Source: an optimization exercise on an open RTL-to-GDS flow (aim: small area and a short achievable clock period). Production flows keep margins and buffers that such runs may drop.
Where RTL was checked, it was by simulation tests only, not by an equivalence proof against the original.

Setup of exp/onyx:
Design elidon_core, start of the top module:
module elidon_core(
  input         clock,
  input         reset,
  output [15:0] imem_addr,
  input  [15:0] imem_rdata,
  output [15:0] dmem_addr,
  output        dmem_read,
  output        dmem_write,
  output [15:0] dmem_wdata,
  input  [15:0] dmem_rdata
);
  reg  [15:0] pcReg;
  reg  [15:0] f_ins;
  reg  [15:0] f_rA;
  reg  [15:0] f_rB;
  reg         f_hitA;
  reg         f_hitB;
  reg  [15:0] w_last;
  reg  [255:0] rf;
  reg  [15:0] d_ins;
  reg  [15:0] d_rs1;
  reg  [15:0] d_rs2;
  reg  [15:0] d_tgt;
  reg  [7:0] d_rem;
  reg  [7:0] d_qhi;
  reg  [7:0] d_alo;
  reg  [15:0] d_ub;
  reg         d_sa;
  reg         d_sb;
  reg  [17:0] d_t3;
  reg  [15:0] e_res;
  reg         e_neg;
  reg         e_inc;
  reg  [15:0] e_rdsv;
  reg         e_wb;
  reg         e_st;
  reg         e_ld;
  reg  [15:0] m_wv;
  wire [3:0]  op = d_ins[15:12];
  wire        op_c = op == 4'hc;
  wire        op_d = op == 4'hd;
  wire        op_e = op == 4'he;
  wire        op_f = op == 4'hf;
  wire        rs1_zero = d_rs1 == 16'h0;
  wire        br_en = op_d | op_e | op_f | (op_c & rs1_zero);
  wire [15:0] br_pc = (op_d | op_e) ? d_rs1 : d_tgt;
  assign imem_addr = br_en ? br_pc : pcReg + 16'h2;
  always @(posedge clock) begin
    if (reset) pcReg <= 16'hfffe;
  ...
export LEC_CHECK = 0
export ABC_AREA = 1
export CAP_MARGIN = 20
export CORE_MARGIN = 2
export CORE_UTILIZATION = 40
export CTS_BUF_LIST = sky130_fd_sc_hd__clkbuf_4 sky130_fd_sc_hd__clkbuf_8
export CTS_CLUSTER_SIZE = 30
export SLEW_MARGIN = 20
create_clock -name core_clock -period 32.0 [get_ports {clock}]
standard.sh (not shown) runs the stock make flow with config.mk's settings and CLKGATE_MAP_FILE= SYNTH_SCRIPT=/design/flow/synth_recipe.tcl, a recipe that flattens the netlist after the stock synthesis.
==> flow/flow/run.sh <==
#!/bin/bash
set -euo pipefail
cd "$(dirname "$0")/.."
bash standard.sh SETUP_SLACK_MARGIN=23 finish > standard_flow.log 2>&1
The flow did not stop early for exp/onyx: all stages ran, and the layout cleared the timing, DRC and antenna checks.
Input-level comparison between exp/indigo and exp/onyx:
Settings: CTS_BUF_LIST no longer set, was sky130_fd_sc_hd__clkbuf_4 sky130_fd_sc_hd__clkbuf_8; CTS_CLUSTER_SIZE no longer set, was 30; TNS_END_PERCENT now 5, previously not set; ABC_AREA no longer set, was 1.
==> flow/flow/run.sh <==
#!/bin/bash
set -euo pipefail
cd "$(dirname "$0")/.."
bash standard.sh SETUP_SLACK_MARGIN=22 finish > standard_flow.log 2>&1
==> comparison <==
- exp/onyx ended up with e_neg as its critical path startpoint; exp/indigo ended up with d_t3[0].
- Looking at arrival time at the worst endpoint across exp/indigo and exp/onyx, the one that comes out higher is exp/indigo.
- Diff exp/onyx -> exp/indigo: first-iteration DRC count saw a decrease.
Modified inputs, exp/pepper compared to exp/indigo
Settings: changing CORE_UTILIZATION from 40 to 60; removing TNS_END_PERCENT (formerly 5).
Notes after the runs:
- Looking at detail-routed net length per standard cell across exp/pepper and exp/indigo, the one that comes out lower is exp/indigo.
- | portion of the layout cell area used by non-clock buffers | exp/indigo vs exp/pepper | ≈ equal |
- f_hitB as the launch point of the critical path was reported by exp/pepper, and d_t3[0] by exp/indigo.
- Diff exp/indigo..exp/pepper | adder and majority gate portion of the synthesized area | unchanged
What exp/raven does differently from exp/pepper at the input level:
Settings: an added CTS_CLUSTER_SIZE of 30; an added CTS_BUF_LIST of sky130_fd_sc_hd__clkbuf_4 sky130_fd_sc_hd__clkbuf_8; a change of CORE_UTILIZATION from 60 to 40; an added ABC_AREA of 1.
Findings:
Comparing fraction of final layout cells with drive strength greater than 1 for exp/raven and exp/pepper, the bigger number came from exp/pepper.
Final critical-path share of the clock period (exp/raven over exp/pepper): decrease, 1.5 points
Of the two values seen for startpoint of the worst setup timing path, d_rs1[11] was produced by exp/raven and f_hitB by exp/pepper.
Final critical path time including I/O delays and setup: exp/raven lower than exp/pepper
Number of global-route vias before repair went up by a little under 10% going from exp/pepper to exp/raven.
Cmp exp/raven and exp/pepper / final net count / higher: exp/raven

---

elidon_core, a different RTL version from the one above (not shown whole).
For scale: roughly 3,600 cells after synthesis, roughly 84 I/O pins, roughly 36,000 µm² of cells after synthesis.
## elidon_core
module elidon_core(
  input         clock,
  input         reset,
  output [15:0] imem_addr,
  input  [15:0] imem_rdata,
  output [15:0] dmem_addr,
  output        dmem_read,
  output        dmem_write,
  output [15:0] dmem_wdata,
  input  [15:0] dmem_rdata
);
  reg  [15:0] pcReg;
  reg  [15:0] f_ins;
  reg  [255:0] rf;
  reg  [15:0] d_ins;
  reg  [15:0] d_rs1;
  reg  [15:0] d_rs2;
  reg  [15:0] d_tgt;
  reg  [5:0] d_rem;
  reg  [5:0] d_qhi;
  reg  [9:0] d_alo;
  reg  [15:0] d_ub;
  reg         d_sa;
  reg         d_sb;
  reg  [17:0] d_t3;
  reg  [15:0] e_res;
  reg         e_neg;
  reg         e_inc;
  reg  [15:0] e_rdsv;
  reg         e_wb;
  reg         e_st;
  reg         e_ld;
  reg  [15:0] m_wv;
  wire [3:0]  op = d_ins[15:12];
  wire        op_c = op == 4'hc;
  wire        op_d = op == 4'hd;
  wire        op_e = op == 4'he;
  wire        op_f = op == 4'hf;
  wire        rs1_zero = d_rs1 == 16'h0;
  wire        br_en = op_d | op_e | op_f | (op_c & rs1_zero);
  wire [15:0] br_pc = (op_d | op_e) ? d_rs1 : d_tgt;
  assign imem_addr = br_en ? br_pc : pcReg + 16'h2;
  always @(posedge clock) begin
    if (reset) pcReg <= 16'hfffe;
    else pcReg <= imem_addr;
    f_ins <= imem_rdata;
  end
  wire [3:0]  f_op = f_ins[15:12];
  wire [3:0]  ra = f_op[3] ? f_ins[7:4] : f_ins[11:8];
  wire [3:0]  rb = f_ins[3:0];
  wire [15:0] rA = rf[ra*16 +: 16];
  wire [15:0] rB = rf[rb*16 +: 16];
  ...
==> flow/config.mk <==
export PLATFORM = sky130hd
export DESIGN_NAME = elidon_core
export DESIGN_NICKNAME = elidon_core
export VERILOG_FILES = /design/flow/design.v
export SDC_FILE = /design/flow/constraint.sdc
export NUM_CORES = 4
export LEC_CHECK = 0
export CAP_MARGIN = 20
export CORE_MARGIN = 2
export CORE_UTILIZATION = 40
export SLEW_MARGIN = 20
==> flow/constraint.sdc <==
create_clock -name core_clock -period 32.0 [get_ports {clock}]
set_input_delay 6.4000 -clock core_clock [delete_from_list [all_inputs] [get_ports {clock}]]
set_output_delay 6.4000 -clock core_clock [all_outputs]
set_load 0.01 [all_outputs]
==> flow/flow/run.sh <==
#!/bin/bash
set -euo pipefail
cd "$(dirname "$0")/.."
bash standard.sh SETUP_SLACK_MARGIN=24 finish > standard_flow.log 2>&1
==> next run, changes <==
==> flow/flow/run.sh (replaced) <==
#!/bin/bash
set -euo pipefail
cd "$(dirname "$0")/.."
bash standard.sh SETUP_SLACK_MARGIN=20 finish > standard_flow.log 2>&1
Synthesized cell count stays the same; maximum frequency fell by 5.1%; flip-flop and latch count stays the same; setup slack gets worse by 0.59 ns; worst hold slack stays flat; global-route usage falls by 1.7 points; register-to-register slack loses 0.59 ns; design area shrinks by 10%.
==> next run, changes <==
==> flow/flow/run.sh (replaced) <==
#!/bin/bash
set -euo pipefail
cd "$(dirname "$0")/.."
bash standard.sh SETUP_SLACK_MARGIN=22 finish > standard_flow.log 2>&1
Result: The changed run ran to the end with no violations. Non-clock buffer count increases by 116. Cell area increases by 5.2%. Core utilization increases by 2.4 points. Die area is unchanged. Global-route usage increases by 0.27 points. Synthesized area does not change. Wire length increases by 2.3%. Flip-flop and latch count is unchanged.
No run of this note included a check of the RTL's function; only the layout flow was run.

---

job 1219:
elidon_core, a different RTL version from the one above (not shown whole).
For scale: roughly 4700 cells after synthesis, roughly 510 flip-flops, about 84 I/O pins, about 0.037 sq mm of cells after synthesis.
clock: 32.0 ns
lec_check: 0
abc_area: 1
cap_margin: 20
core_margin: 2
core_utilization: 40
cts_buf_list: sky130_fd_sc_hd__clkbuf_4 sky130_fd_sc_hd__clkbuf_8
cts_cluster_size: 30
slew_margin: 20
==> flow/flow/run.sh <==
#!/bin/bash
set -euo pipefail
cd "$(dirname "$0")/.."
bash standard.sh SETUP_SLACK_MARGIN=24 "BUFFER_PORTS_ARGS=-buffer_cell sky130_fd_sc_hd__buf_4" finish > standard_flow.log 2>&1
## Diff of input files: job 6094 against job 1219
==> flow/flow/run.sh <==
#!/bin/bash
set -euo pipefail
cd "$(dirname "$0")/.."
bash standard.sh SETUP_SLACK_MARGIN=23 "BUFFER_PORTS_ARGS=-buffer_cell sky130_fd_sc_hd__buf_4" finish > standard_flow.log 2>&1
Results
Re clock-cell share of area: job 1219 was lower than job 6094. Diff job 1219..job 6094 | hold slack | negligible. Cell area after placement: job 1219 vs job 6094, no meaningful difference. Of job 6094 and job 1219, the run reporting the lower fill cell instance count of the final layout was job 1219. Delta(worst setup slack, job 6094 - job 1219) > 0. The buffers inserted during post-CTS setup optimization of job 6094 falls short of that of job 1219 by 87. Re final standard cell area without fillers: job 6094 is about 6% down on job 1219. Looking only at fmax, and setting everything else aside, the lower value of job 6094 and job 1219 goes to job 1219.
diff inputs: job 6094 => job 4139
Settings: CTS_CLUSTER_DIAMETER newly set to 120; CTS_BUF_LIST changed from sky130_fd_sc_hd__clkbuf_4 sky130_fd_sc_hd__clkbuf_8 to sky130_fd_sc_hd__clkbuf_8 sky130_fd_sc_hd__clkbuf_16.
==> run summary <==
Sequential portion of the cell area: job 4139 > job 6094. Job 4139 vs. job 6094: total wire length after detailed routing dropped about 0.7%, non-clock buffer count climbed about 4.7%, average vias per placed instance climbed 0.82%, cell count dropped about 1.9%, maximum clock frequency barely changed. Number of diodes added for antenna fixing was lower in job 4139 than in job 6094. Utilization, job 6094 and job 4139: larger value in job 6094.

---

elidon_core again, from the RTL that the note above started with.
export LEC_CHECK = 0
export ABC_AREA = 1
export CAP_MARGIN = 20
export CORE_MARGIN = 2
export CORE_UTILIZATION = 40
export CTS_BUF_LIST = sky130_fd_sc_hd__clkbuf_4 sky130_fd_sc_hd__clkbuf_8
export CTS_CLUSTER_SIZE = 30
export SLEW_MARGIN = 20
create_clock -name core_clock -period 32.0 [get_ports {clock}]
==> flow/flow/run.sh <==
#!/bin/bash
set -euo pipefail
cd "$(dirname "$0")/.."
bash standard.sh SETUP_SLACK_MARGIN=22 "BUFFER_PORTS_ARGS=-buffer_cell sky130_fd_sc_hd__buf_4" finish > standard_flow.log 2>&1
Edit:
==> flow/flow/run.sh (replaced) <==
#!/bin/bash
set -euo pipefail
cd "$(dirname "$0")/.."
bash standard.sh SETUP_SLACK_MARGIN=23 "BUFFER_PORTS_ARGS=-buffer_cell sky130_fd_sc_hd__buf_4" finish > standard_flow.log 2>&1
CORE_UTILIZATION = 60   (was 40)
Result: Worst setup slack is better by 0.36 ns; worst hold slack is about the same; clock skew climbs by 0.033 ns; area after synthesis is unchanged; routed wire length is lower by 1.9%.

---

Setup of alpha:
Another version of the RTL of elidon_core (not shown whole).
For scale: ~3500 cells after synthesis, about 460 flip-flops, ~84 I/O pins, roughly 35000 um2 of cells after synthesis.
export LEC_CHECK = 0
export CAP_MARGIN = 20
export CORE_MARGIN = 2
export CORE_UTILIZATION = 40
export SLEW_MARGIN = 20
create_clock -name core_clock -period 32.0 [get_ports {clock}]
==> flow/flow/run.sh <==
#!/bin/bash
set -euo pipefail
cd "$(dirname "$0")/.."
bash standard.sh SETUP_SLACK_MARGIN=20 finish > standard_flow.log 2>&1
diff inputs: alpha => delta
==> flow/run.sh (new file) <==
#!/bin/bash
# synth_recipe.tcl (not shown) runs the flow's synth.tcl, then flattens the netlist and writes it again
# the make line also repeats each setting of config.mk as NAME=value (left out here)
make -C /OpenROAD-flow-scripts/flow DESIGN_CONFIG=/design/flow/config.mk WORK_HOME=/design/flow/orfs CLKGATE_MAP_FILE= SYNTH_SCRIPT=/design/flow/synth_recipe.tcl finish
removed: flow/flow/run.sh
removed: flow/standard.sh
==> comparison <==
- Highest fanout seen on the critical path on delta is up relative to alpha.
- Depth of the worst register-to-register path down 1 in delta wrt alpha
- Going from alpha to delta, non-clock buffer count in the final layout shrank by 64; biggest cell delay along the critical path grew by 0.20 ns.
- delta vs alpha, capture point of the worst path: e_res[0]$_SDFF_PP0_ vs e_res[1]$_SDFF_PP0_
- Number of gates resized after cts ended up 55 lower on delta than on alpha.

---

Another version of the RTL of elidon_core (not shown whole).
For scale: ~4900 cells after synthesis, roughly 84 I/O pins, about 0.037 mm2 of cells after synthesis.
==> flow/config.mk <==
export PLATFORM = sky130hd
export DESIGN_NAME = elidon_core
export DESIGN_NICKNAME = elidon_core
export VERILOG_FILES = /design/flow/design.v
export SDC_FILE = /design/flow/constraint.sdc
export NUM_CORES = 4
export LEC_CHECK = 0
export ABC_AREA = 1
export CAP_MARGIN = 20
export CORE_MARGIN = 2
export CORE_UTILIZATION = 40
export CTS_BUF_LIST = sky130_fd_sc_hd__clkbuf_8 sky130_fd_sc_hd__clkbuf_16
export CTS_CLUSTER_DIAMETER = 100
export CTS_CLUSTER_SIZE = 20
export PLACE_DENSITY = 0.7
export SLEW_MARGIN = 20
==> flow/constraint.sdc <==
create_clock -name core_clock -period 32.0 [get_ports {clock}]
set_input_delay 6.4000 -clock core_clock [delete_from_list [all_inputs] [get_ports {clock}]]
set_output_delay 6.4000 -clock core_clock [all_outputs]
set_load 0.01 [all_outputs]
==> flow/flow/run.sh <==
#!/bin/bash
# Layout flow: the standard flow (standard.sh: the standard synthesis and the ORFS
# steps, unchanged), run whole, with two optimisation settings passed to ORFS's make:
set -euo pipefail
cd "$(dirname "$0")/.."
bash standard.sh SETUP_SLACK_MARGIN=23 "BUFFER_PORTS_ARGS=-buffer_cell sky130_fd_sc_hd__buf_4" finish > standard_flow.log 2>&1
The baseline went through all stages and came out clean.
Next try:
- PLACE_DENSITY: 0.7 -> not set
=> Clock skew fell by 0.020 ns; design area stays flat; first-iteration DRC count drops by about 10%; count of clock-buffer cells in the layout grows by 2; wire length is higher by 1.8%; cell count stays flat; via count shrinks by about 2.2%.

---

Setup of lane 1:
RTL: one of the versions met above, not the one the previous note started from.
Size in the first run: about 3,500 cells after synthesis, ~510 flip-flops, ~36,000 um^2 of cells after synthesis.
export LEC_CHECK = 0
export CAP_MARGIN = 20
export CORE_MARGIN = 2
export CORE_UTILIZATION = 60
export CTS_BUF_LIST = sky130_fd_sc_hd__clkbuf_4 sky130_fd_sc_hd__clkbuf_8
export CTS_CLUSTER_SIZE = 30
export SLEW_MARGIN = 20
create_clock -name core_clock -period 32.0 [get_ports {clock}]
==> flow/flow/run.sh <==
#!/bin/bash
set -euo pipefail
cd "$(dirname "$0")/.."
bash standard.sh SETUP_SLACK_MARGIN=22 finish > standard_flow.log 2>&1
Edits applied to the flow inputs when going from lane 1 to lane 2:
Settings: CTS_CLUSTER_SIZE removed (was 30); CORE_UTILIZATION changed from 60 to 40; CTS_BUF_LIST removed (was sky130_fd_sc_hd__clkbuf_4 sky130_fd_sc_hd__clkbuf_8).
Notes after the runs:
The flow did not stop early for lane 2: all stages ran, and the layout cleared the timing, DRC and antenna checks.
Measured against each other, lane 2 and lane 1 differ in layout-stage area growth over the synthesis result, the higher figure coming from lane 2.
Per the comparison of lane 2 with lane 1, core utilization has decreased; initial core utilization has decreased.
From lane 1 to lane 2 the numbers moved as follows: detailed-route wire length decreased about 0.33%, cell depth of the worst flop-to-flop path moved up, final design instance area without fill now sits higher.
Worst hold slack was higher in lane 1 than in lane 2.
The final HPWL from detailed placement was comparable across lane 2 and lane 1.
The following lists how lane 3 was set up differently from lane 2:
==> flow/flow/run.sh <==
#!/bin/bash
set -euo pipefail
cd "$(dirname "$0")/.."
bash standard.sh SETUP_SLACK_MARGIN=20 finish > standard_flow.log 2>&1
Findings:
Per the comparison of lane 3 with lane 2, number of cells on the worst reg-to-reg path increased by about 10% relative to the old numbers, register-to-register setup slack decreased by 1.29 ns relative to the old numbers, clock skew increased by 0.017 ns relative to the old numbers.
The worst slack on hold paths number comes out lower for lane 3 vs lane 2.
A first element of the critical path of f_hitB is what lane 2 shows, while d_alo[6] belongs to lane 3.
Lane 3: smallest setup slack after layout is 1.29 ns lower than what lane 2 reported.
Measured against each other, lane 2 and lane 3 differ in sequential share of layout area, the higher figure coming from lane 3.
Compared with lane 2, maximum operating frequency in lane 3 decreased by more than 10%.

## static timing again, ports no longer ideal
The flow's constraints put no driver on any port. The routed layouts listed below were extracted and timed again, unchanged, in two steps. Step 1 sets driving cells, clkbuf_16 on the clock port and buf_2 on the other inputs (assumed; they add their load-dependent delay and slew). Step 2 also shifts input and output timing later by t, the mid clock arrival at the registers, as if the neighbouring blocks saw the same clock. Slacks: no drivers / after step 1 / after step 2; pairs: no drivers / after step 1.
| run | t, ns | slack for setup (ns) | slew at the worst register clock pin (ns) | pins driven straight from the clock port |
|---|---|---|---|---|
| exp/onyx | 0.765 | 22.796 / 22.729 / 22.483 | 0.08 / 0.08 | 1 |
| exp/indigo | 0.684 | 21.942 / 21.942 / 21.866 | 0.07 / 0.07 | 1 |
| exp/pepper | 0.666 | 21.792 / 21.792 / 21.792 | 0.07 / 0.07 | 1 |
| exp/raven | 0.766 | 22.278 / 22.211 / 21.612 | 0.09 / 0.09 | 1 |
| the first run of note 2 | 0.665 | 21.060 / 21.060 / 21.060 | 0.08 / 0.08 | 1 |
| the second run of note 2 | 0.677 | 20.472 / 20.472 / 20.472 | 0.07 / 0.07 | 1 |
| the third run of note 2 | 0.670 | 21.235 / 21.235 / 21.235 | 0.07 / 0.07 | 1 |
| job 1219 | 0.734 | 23.141 / 23.080 / 23.334 | 0.07 / 0.07 | 1 |
| job 6094 | 0.728 | 23.180 / 23.120 / 22.591 | 0.08 / 0.08 | 1 |
| job 4139 | 0.639 | 23.180 / 23.167 / 22.647 | 0.12 / 0.12 | 1 |
| the first run of note 4 | 0.728 | 22.807 / 22.807 / 22.316 | 0.08 / 0.08 | 1 |
| the second run of note 4 | 0.741 | 23.167 / 23.108 / 22.497 | 0.07 / 0.07 | 1 |
| alpha | 0.660 | 20.273 / 20.273 / 20.273 | 0.07 / 0.07 | 1 |
| delta | 0.661 | 17.457 / 17.457 / 17.457 | 0.07 / 0.07 | 1 |
| the first run of note 6 | 0.671 | 23.217 / 23.156 / 22.651 | 0.09 / 0.09 | 1 |
| the second run of note 6 | 0.677 | 23.255 / 23.189 / 22.701 | 0.09 / 0.09 | 1 |
| lane 1 | 0.720 | 21.950 / 21.950 / 21.894 | 0.07 / 0.07 | 1 |
| lane 2 | 0.676 | 21.952 / 21.952 / 21.912 | 0.07 / 0.07 | 1 |
| lane 3 | 0.681 | 20.657 / 20.657 / 20.657 | 0.07 / 0.07 | 1 |
After both steps setup and hold are still met in every run listed. The setup slack of the second run of note 4, which loses most, moves by -0.059 ns with the drivers and by -0.670 ns with both steps.
